Background: an optimization exercise with open tools, aiming at small area. Do not read the settings as production practice.
The RTL was checked by simulation tests, not by an equivalence proof against the original design.
Power figures rest on the tool's default switching activity, not on a simulated workload.

==> flow/design.v, too long to show whole: its modules and the start of the top module <==
// module fa: 4 lines
// module dotprod: 2790 lines
// module multiple: 75 lines
module multiple(
 input iClk,
 input iReset_n,
 input iChipSelect_n,
 input iWrite_n,
 input iRead_n,
 input [3:0] iAddress,
 input [31:0] iData,
 output reg [31:0] oData
 );
  // ...
==> flow/run.sh <==
#!/bin/bash
# synth_recipe.tcl (not shown) runs the flow's synth.tcl, then flattens the netlist and writes it again
# the make line also repeats each setting of config.mk as NAME=value (left out here)
make -C /OpenROAD-flow-scripts/flow DESIGN_CONFIG=/design/flow/config.mk WORK_HOME=/design/flow/orfs CLKGATE_MAP_FILE= SYNTH_SCRIPT=/design/flow/synth_recipe.tcl finish
==> flow/config.mk <==
export PLATFORM = sky130hd
export DESIGN_NAME = multiple
export DESIGN_NICKNAME = multiple
export VERILOG_FILES = /design/flow/design.v
export SDC_FILE = /design/flow/constraint.sdc
export NUM_CORES = 4
export LEC_CHECK = 0
export CAP_MARGIN = 20
export CORE_MARGIN = 2
export CORE_UTILIZATION = 40
export CTS_BUF_LIST = sky130_fd_sc_hd__clkbuf_4
export GPL_TIMING_DRIVEN = 0
export SLEW_MARGIN = 20
export SYNTH_HIERARCHICAL = 1
==> flow/constraint.sdc <==
create_clock -name core_clock -period 9.0 [get_ports {iClk}]
set_input_delay 1.8000 -clock core_clock [delete_from_list [all_inputs] [get_ports {iClk}]]
set_output_delay 1.8000 -clock core_clock [all_outputs]
set_load 0.01 [all_outputs]
==> key figures, run 1 <==
Clocking
  – Setup bufs post-CTS: 0
  – CTS buffer count: a little over 50
  – Clock Path Buffers: 3
  – Worst skew pair latency: 0.69 ns
  – Post-CTS sizing: 14
  – Post-CTS Hold Buffers: 0

Die
  – Core ar.: around 52,000 sq um
  – Initial core utilization: about 40%
  – Rows: 84

Logic synthesis
  – Compound-Gate Fraction of Synth Area: under 10%
  – Leading area contributor after synthesis: fa_1
  – Cell count after synthesis: between 1,500 and 2,000
  – Ys async rst share: approximately a fifth
  – Post-synth top cells: nor2_1, fa_1, edfxtp_1
  – XOR/XNOR Fraction of Synth Area: 0.5798%
  – Top-count cell post-synth: nor2_1
  – Syn_area_per_cell: around 11 sq um

Finish
  – Most common cell after layout, fill and taps aside: nor2_1
  – Inverters: 21
  – Fin nets: between 2,000 and 3,000
  – Fraction of layout cells with a size suffix above 1: 10.63%

Setup path
  – Worst r2r src: zd$_DFFE_PN1P_
  – Critical path's most frequent cell: fa_1
  – Crit Path Max Fanout: 10

Pwr
  – Sw power: 1797 uW
  – Clock network fraction of total power: between 10% and 20%
  – Design Power: between 4000 and 5000 uW

Timing
  – Unrepaired setup endpoints after global routing: no
  – Final setup violation count: 0

Min path
  – Worst hold path class: register to register
  – Hold path cells: 2

Drt
  – Avg WL per Cell: approximately 26 microns
  – DR vias/cell: ~5.7
  – Vias: 15,450
  – DR iter-0 viols: roughly 1,600
  – Top Layer Used: met4

Placement
  – Placed cell areas: between 20,000 and 25,000 sq um
  – Port Buffers: 72
  – Worst slack at placement: -0.3530 ns
  – Placed cells: around 2,600

Outcome
  – Status: timing/DRC/antenna clean

GRT
  – Met3 Use GR: between 5 and 6%
==> inputs of run 2 (changes only) <==
--- a/flow/config.mk
+++ b/flow/config.mk
@@ -9,6 +9,4 @@
 export CORE_MARGIN = 2
 export CORE_UTILIZATION = 40
-export CTS_BUF_LIST = sky130_fd_sc_hd__clkbuf_4
-export GPL_TIMING_DRIVEN = 0
 export SLEW_MARGIN = 20
 export SYNTH_HIERARCHICAL = 1
==> run 2 against run 1 <==
Compared with the run above:
- critical endpoint is now r[24]$_DFFE_PN_
- synthesized area did not move
- routed wire length down 0.77%
- via count fell by 4.0%
- clock skew decreased by 0.090 ns
- maximum frequency is 8.9% higher
- count of clock-buffer cells in the layout shrank 43
- clock power is 13% higher
- first-iteration DRC count shrank 8.1%
- largest cell class unchanged
==> key figures, run 2 <==
Pwr
  – Reg power frac: between 30 and 40%
  – Clock network fraction of total power: 22.7% (+3.9 points)
  – Sw power: 1650 uW (-8.2%)
  – Worst IR Drop VDD: approximately 0.00014 V
  – Internal power: between 2000 and 2500 uW
  – Sw Share: between 30% and 40%
  – Gate power share: between 40% and 50%
  – P per Cell Area: ~180 nW/um^2
  – Leak pwr: 0.01036 uW

Logic synthesis
  – Synth area leaders: fa_1, edfxtp_1, nor2_1
  – Largest family of logic cells by synthesized area: adder cells
  – Synth top area share: 44.12%
  – Post-Synth Adder-Cell Area: a little under half
  – Compound-Gate Fraction of Synth Area: 5.769% (unchanged)
  – Mux cell area share after synthesis: less than 1%
  – XOR/XNOR Fraction of Synth Area: 0.5798% (unchanged)
  – Yosys warning count: 7
  – Flops & latches, synth: 201
  – Seq/Total Area, Yosys: around 28%
  – Post-synth top cells: nor2_1, fa_1, edfxtp_1
  – Leading area contributor after synthesis: fa_1
  – Syn_area_per_cell: 11.49 sq um (unchanged)
  – Syn nets: around 2,400
  – Cell count after synthesis: 1,841 (unchanged)
  – Synth unique cells: 57
  – Ys async rst share: 19.90% (unchanged)
  – Cell area after synthesis: 21,150 sq um
  – Post-synth EDFFs: between 150 and 200
  – Simple-gate area share of the yosys netlist: 14.65%
  – Top-count cell post-synth: nor2_1
  – Top FF cell, synth: edfxtp_1

Finish
  – Fraction of layout cells with a size suffix above 1: 7.760% (-2.9 points)
  – Area Overhead vs Synth: 9.650%
  – Cell area after layout: approximately 23,000 sq um
  – Fillers: 4,823
  – Final std cells w/o fill: about 2,500
  – Fin nets: 2,361 (-6.5%)
  – Commonest cells after routing, fill and taps aside: nor2_1, fa_1, edfxtp_1, clkdlybuf4s50_1
  – Most common cell after layout, fill and taps aside: nor2_1
  – Antenna Diode Count: 0

Placement
  – Port Buffers: 72 (unchanged)
  – Hpwl dp: about 51 mm
  – Placed cell areas: 22,420 sq um (-2.1%)
  – Gpl congestion: slightly below 1
  – Placed cells: 2,474 (-5.4%)

Die
  – I/O pins: 73
  – Die X: approximately 230 microns
  – Rows: 84 (unchanged)
  – Initial core utilization: 40.32% (unchanged)
  – Die Height: 233.9 microns
  – Full die area: roughly 55,000 sq um
  – Core ar.: 52,450 sq um (unchanged)

Clocking
  – Root Driver: clkbuf_16
  – Worst skew pair latency: 0.51 ns (-0.18 ns)
  – H-tree Lvls: 1
  – Post-CTS sizing: 0 (-14)
  – Setup bufs post-CTS: 0 (unchanged)
  – Post-CTS Hold Buffers: 0 (unchanged)
  – Worst-path clk slew: ~0.060 ns
  – TritonCTS clock tree: done
  – CTS buffer count: 24 (-53%)
  – CTS Sinks: between 200 and 250
  – Clock Path Buffers: 3 (unchanged)

Setup path
  – Critical path startpoint category: register
  – CP max stage cell: dfrtp_1
  – Crit Path Max Fanout: 20 (+10)
  – Critical-path cell list: buf_4 > nor2b_1 > nand2_1 > nor2_1 > fa_1 > fa_1 > fa_1 > fa_1 > fa_1 > fa_1 > fa_1 > ha_1 > a21oi_1 > o21ai_0 > a21oi_1 > nand2_1 > a21o_1 > a21o_1 > fa_1 > xor2_1
  – Worst EP required: 9.25 ns
  – Crit path DAT: around 8.3 ns
  – CP Class: register to register
  – Max incr delay on CP: approximately 0.74 ns
  – Worst reg2reg path depth: 20
  – Crit end category: register
  – Critical path's most frequent cell: fa_1

Flow run
  – Max Cap Viol: 0

Timing
  – Max frequency: around 0.12 GHz
  – Relative slew slack: roughly a fifth
  – Final slew viol count: 0
  – Min Clock Period, post-route: 8.041 ns
  – Worst-case clock skew: between 0.01 and 0.015 ns
  – Unrepaired setup endpoints after global routing: no
  – Post-route setup TNS: 0 ns
  – Final number of hold-violating endpoints: 0
  – Least-Margin Pin Slew: about 1.2 ns
  – Final setup violation count: 0 (unchanged)
  – Fin crit share: roughly nine tenths

GRT
  – All-layer global routing usage: between 20% and 30%
  – Total gr overflow: 0
  – Antenna violations before repair: 0
  – Largest net degree at the start of global routing: 34
  – Vias in the first global route: around 16,000
  – First-pass GRT wire length: ~110 mm

Outcome
  – Status: timing/DRC/antenna clean

Drt
  – DR vias/cell: 5.890 (+3.1%)
  – Vias: 14,830 (-4.0%)
  – DRC Markers: 0
  – DR iter-0 viols: 1,486 (-8.1%)
  – Antenna viol nets, final: 0
  – Drt first pass iters: 6
  – Avg WL per Cell: 27.84 microns (+6.6%)
  – Wirelength, routed: roughly 70 mm

Min path
  – Worst hold path class: register to register
  – Hold path cells: 2 (unchanged)
[run 2: cell counts after synthesis]
No cell type changed its count.
[run 2: cell type report]
cell class	instances	area, sq um	area share, %
multi-input combinational	1421	14380	62.03
sequential	201	5831	25.15
timing repair buffer	143	1261	5.439
tap	688	860.8	3.713
clock buffer	36	706.9	3.049
inverter	21	78.83	0.3400
clock inverter	8	65.06	0.2806
[run 2: worst max-delay path, delay by kind of cell (launching register included)]
kind | cells | cell delay, ns
flops | 1 | 0.74
fa+ha+maj | 9 | 3.96
xor+xnor | 1 | 0.17
compound gates | 5 | 0.97
simple gates | 4 | 1.66
buf+inv | 1 | 0.27
[run 2: cell families (layout without fill, tap and decap cells)]
| family | Yosys count | after routing |
|---|---|---|
| fa+ha+maj | 508 | 508 |
| buf+inv | 219 | 208 |
| simple gates | 727 | 727 |
| mux | 4 | 4 |
| flops | 201 | 201 |
| compound gates | 168 | 168 |
| xor+xnor | 14 | 14 |
[run 2: modules after synthesis, one instance, submodules excluded]
module / times used / cell area [sq um] / flops+latches
dotprod: 1 / 3924 / 0
fa: 453 / 20.02 / 0
multiple: 1 / 8154 / 201
[run 2: path summary, 6_finish.rpt]
path | startpoint | endpoint | slack, ns
worst max-delay path | control[1]$_DFFE_PN0P_ | r[24]$_DFFE_PN_ | 0.96
max in group asynchronous | iReset_n | zc$_DFFE_PN1P_ | 7.06
worst max register to register | control[1]$_DFFE_PN0P_ | r[24]$_DFFE_PN_ | 0.96
min in group asynchronous | iReset_n | oData[21]$_DFFE_PN0P_ | 1.31
worst min-delay path | oData[8]$_DFFE_PN0P_ | oData[8]$_DFFE_PN0P_ | 0.49
worst min register to register | oData[8]$_DFFE_PN0P_ | oData[8]$_DFFE_PN0P_ | 0.49
[run 2: power groups by stage]
| stage | Clock [uW] | Combinational, uW | Sequential [uW] |
|---|---|---|---|
| 4_1_cts | 946 | 1910 | 1290 |
| 5_1_grt | 985 | 2070 | 1300 |
| 2_1_floorplan | 0 | 1460 | 1250 |
| 6_report | 940 | 1920 | 1290 |
| 3_5_place_dp | 0 | 1900 | 1310 |
| 3_3_place_gp | 0 | 1850 | 1310 |
[run 2: per-stage QoR]
stage	utilization, %	hold WS, ns	setup WS (ns)	power (uW)
6_report	44.21	0.4892	0.9590	4150
5_1_grt	44.21	0.5075	0.6186	4347
4_1_cts	44.21	0.4936	1.058	4145
3_5_place_dp	42.74	0.4810	1.066	3205
3_3_place_gp	42.68	0.4739	1.193	3158
2_1_floorplan	-	0.4867	1.846	2715
[run 2: layer usage]
metal	global-route usage, %	vias to the layer above	part of all wire [%]
met1	35.01	7871	38
li1	-	5885	-
met2	43.16	866	47
met4	8.663	0	4.0
met5	0	-	0
met3	6.651	208	10
==> inputs of run 3 (changes only) <==
--- a/flow/config.mk
+++ b/flow/config.mk
@@ -9,4 +9,7 @@
 export CORE_MARGIN = 2
 export CORE_UTILIZATION = 40
+export CTS_BUF_LIST = sky130_fd_sc_hd__clkbuf_8
+export CTS_CLUSTER_SIZE = 30
+export GPL_TIMING_DRIVEN = 0
 export SLEW_MARGIN = 20
 export SYNTH_HIERARCHICAL = 1
==> run 3 against run 2 <==
Compared with the run above:
- hold slack gained 0.027 ns
- die area is the same
- maximum frequency shrank 8.0%
- synthesized cell count is the same
- flip-flop and latch count is the same
- count of clock-buffer cells in the layout grew 3
- setup slack lost 0.70 ns
- via count grew 2.8%
- clock power shrank 11%
- sequential power is essentially flat
- first-iteration DRC count grew 19%
- sequential share of layout area shrank 0.47 points
==> key figures, run 3 <==
Drt
  – WL met3: 6.590 mm (-7.3%)
  – Drt first pass iters: 8 (+2)
  – Top Layer Used: met4
  – Wirelength, routed: 70.42 mm (+0.47%)
  – Antenna viol nets, final: 0 (unchanged)
  – DR iter-0 viols: 1,764 (+19%)
  – Avg WL per Cell: 26.31 microns (-5.5%)
  – DR WL met2: 32.54 mm (-2.0%)
  – DRC Markers: 0 (unchanged)
  – DR vias/cell: 5.694 (-3.3%)
  – Vias: 15,240 (+2.8%)
  – M1 WL: 29.19 mm (+8.2%)

Clocking
  – Setup bufs post-CTS: 0 (unchanged)
  – Root Driver: clkbuf_8
  – CTS buffer count: 35 (+46%)
  – Clock Path Buffers: 3 (unchanged)
  – CTS Sinks: 201 (unchanged)
  – Worst-path clk slew: 0.06 ns (about the same)
  – H-tree Lvls: 2 (+1)
  – Worst skew pair latency: 0.54 ns (+0.03 ns)
  – TritonCTS clock tree: done

Logic synthesis
  – Ys async rst share: 19.90% (unchanged)
  – Top FF cell, synth: edfxtp_1
  – Top-count cell post-synth: nor2_1
  – Yosys warning count: 7 (unchanged)
  – Post-synth top cells: nor2_1, fa_1, edfxtp_1
  – Synth top area share: 44.12% (unchanged)
  – Synth area leaders: fa_1, edfxtp_1, nor2_1
  – Leading area contributor after synthesis: fa_1
  – Post-synth EDFFs: 160 (unchanged)
  – Seq/Total Area, Yosys: 27.57% (unchanged)
  – Cell count after synthesis: 1,841 (unchanged)
  – Flops & latches, synth: 201 (unchanged)
  – Syn nets: 2,390 (unchanged)
  – Cell area after synthesis: 21,150 sq um (unchanged)
  – Syn_area_per_cell: 11.49 sq um (unchanged)
  – Synth unique cells: 57 (unchanged)

GRT
  – Antenna violations before repair: 0 (unchanged)
  – Vias in the first global route: 16,780 (+3.9%)
  – Total gr overflow: 0 (unchanged)
  – Largest net degree at the start of global routing: 26 (-24%)
  – All-layer global routing usage: 26.76% (+0.21 points)
  – First-pass GRT wire length: 106.7 mm (+1.1%)

Finish
  – Commonest cells after routing, fill and taps aside: nor2_1, fa_1, edfxtp_1, clkbuf_1, clkdlybuf4s50_1
  – Fraction of layout cells with a size suffix above 1: 8.807% (+1.0 points)
  – Area Overhead vs Synth: 11.74%
  – Register area: 5831 sq um (unchanged)
  – Most common cell after layout, fill and taps aside: nor2_1
  – Fillers: 4,870 (+0.97%)
  – Area occupied by multi-input gates: 14,360 sq um (-0.15%)
  – Fin nets: 2,509 (+6.3%)
  – Util after Layout: 45.05% (+0.84 points)

Setup path
  – Critical path startpoint category: register
  – Worst EP required: 9.28 ns (+0.03 ns)
  – Crit end category: register
  – CP Class: register to register
  – Crit Path Max Fanout: 10 (-50%)
  – Crit path DAT: 9.02 ns (+0.73 ns)

Pwr
  – Worst IR Drop VDD: 0.0001974 V (+41%)
  – P per Cell Area: 188.2 nW/um^2 (+5.2%)
  – Leak pwr: 0.01062 uW (+2.5%)

Timing
  – Final setup violation count: 0 (unchanged)
  – Max frequency: 0.1145 GHz (-8.0%)
  – Fin crit share: 97.08% (+7.7 points)
  – Min Clock Period, post-route: 8.737 ns (+0.6959 ns)
  – Final number of hold-violating endpoints: 0 (unchanged)
  – Relative slew slack: 40.04% (+20 points)
  – Worst-case clock skew: 0.04467 ns (+0.03439 ns)
  – Unrepaired setup endpoints after global routing: no
  – Least-Margin Pin Slew: 0.8994 ns (-0.2990 ns)
  – Final slew viol count: 0 (unchanged)
  – Post-route setup TNS: 0 ns (unchanged)

Die
  – Full die area: 54,720 sq um (unchanged)
  – Initial core utilization: 40.32% (unchanged)
  – Die Height: 233.9 microns (unchanged)
  – Rows: 84 (unchanged)
  – I/O pins: 73 (unchanged)
  – Die X: 233.9 microns (unchanged)
  – Core ar.: 52,450 sq um (unchanged)

Placement
  – Gpl congestion: 0.9331 (-4.6%)
  – Hpwl dp: 55.94 mm (+10%)
  – Port Buffers: 72 (unchanged)

Flow run
  – Max Cap Viol: 0 (unchanged)

Min path
  – Worst hold path class: register to register

Outcome
  – Status: timing/DRC/antenna clean
-- run 3: cell type report --
cell class | instances | area share (%)
repair buffers | 87 | 3.680
well taps | 688 | 3.643
clock buffers | 39 | 2.272
inverters | 21 | 0.3389
clock inverters | 25 | 0.7466
flip-flops and latches | 201 | 24.68
multi-input cells | 1421 | 60.78
plain buffers | 193 | 3.850
diodes | 1 | 0.01059
-- run 3: worst paths after layout --
| kind | endpoint | start | cells past startpoint | slack, ns |
|---|---|---|---|---|
| min reg2reg | oData[30]$_DFFE_PN0P_ | b[30]$_DFFE_PP_ | 2 | 0.52 |
| max reg2reg | r[24]$_DFFE_PN_ | zd$_DFFE_PN1P_ | 23 | 0.26 |
| min | oData[30]$_DFFE_PN0P_ | b[30]$_DFFE_PP_ | 2 | 0.52 |
| max in group asynchronous | zd$_DFFE_PN1P_ | iReset_n | 2 | 7.19 |
| max | r[24]$_DFFE_PN_ | zd$_DFFE_PN1P_ | 23 | 0.26 |
| min in group asynchronous | oData[0]$_DFFE_PN0P_ | iReset_n | 1 | 1.20 |
-- run 3: where the power goes --
group          leakage (uW)  internal, uW  switching [uW]  total [uW]
clock network      0.000406           461             378         839
logic               0.00823           992            1340        2330
registers           0.00198          1190            84.6        1280
total                0.0106          2640            1800        4450
-- run 3: worst max-delay path: stages, from the launching register on --
cell	delay, ns
dfstp_2	0.62
clkbuf_1	0.33
clkbuf_1	0.38
nor2b_1	0.17
nand2_1	0.53
clkbuf_1	0.56
nor2_1	0.16
fa_1	0.49
fa_1	0.47
fa_1	0.46
fa_1	0.55
fa_1	0.45
fa_1	0.55
fa_1	0.46
ha_1	0.35
a21oi_1	0.16
o21ai_0	0.16
a21oi_2	0.36
nand2_1	0.17
a21o_1	0.21
a21o_1	0.18
fa_1	0.37
xor2_1	0.20
buf_4	0.16
-- run 3: layer usage --
layer / up-vias / track usage, %
met5: - / 0
met4: 0 / 7.793
met3: 149 / 5.168
met2: 871 / 41.83
met1: 8017 / 38.15
li1: 6201 / -
-- run 3: timing repair --
action,4_1_cts,5_1_grt
endpoints found under the setup margin,8,10
pin swaps,0,0
hold buffers,0,0
resized for setup,13,31
-- run 3: metrics by stage --
stage	hold slack [ns]	total power [uW]	instance area (sq um)	worst slack, ns	std cells
2_1_floorplan	0.4867	2715	21150	1.846	1841
3_3_place_gp	0.4932	3566	22730	-0.3304	2601
3_5_place_dp	0.5043	3591	22900	-0.3530	2616
4_1_cts	0.5172	4448	23620	0.01440	2679
5_1_grt	0.5378	4685	23630	0.01371	2675
6_report	0.5160	4448	23630	0.2630	2676
-- run 3: per-module statistics from Yosys, one instance, submodules excluded --
module,cells inside,flip-flops and latches,copies in the design
fa,1,0,453
dotprod,810,0,1
multiple,578,201,1
-- run 3: cell families after synthesis --
family | count (synthesis) | share of synthesized area [%]
mux | 4 | 0.2130
compound gates | 168 | 5.769
flops | 201 | 27.57
simple gates | 727 | 14.65
xor+xnor | 14 | 0.5799
fa+ha+maj | 508 | 46.60
buf+inv | 219 | 4.615

## separate check: timing with driven ports
In the flow no input, the clock included, has a driving cell. The finished layouts below were timed again as built, in two steps. Step 1 sets driving cells, clkbuf_16 on the clock port and buf_2 on the other inputs (assumed; they add their load-dependent delay and slew). Step 2 moves the port delays by t, midway between the first and last clock arrival at a register: inputs arrive t later, outputs are due t later. That takes back most of the time a late clock gives input paths. a / b / c = ideal ports / drivers / drivers and shift; a / b = the first two.
run | shift t [ns] | slack for setup (ns) | latest minus earliest clock arrival (ns) | worst register clock-pin slew, ns | pins driven straight from the clock port
run 1 | 0.682 | 0.243 / 0.243 / 0.243 | 0.100 / 0.101 | 0.08 / 0.08 | 1
run 2 | 0.554 | 0.959 / 0.959 / 0.959 | 0.011 / 0.011 | 0.06 / 0.06 | 1
run 3 | 0.559 | 0.263 / 0.263 / 0.263 | 0.048 / 0.047 | 0.07 / 0.07 | 1
After both steps setup and hold are still met in every run listed.
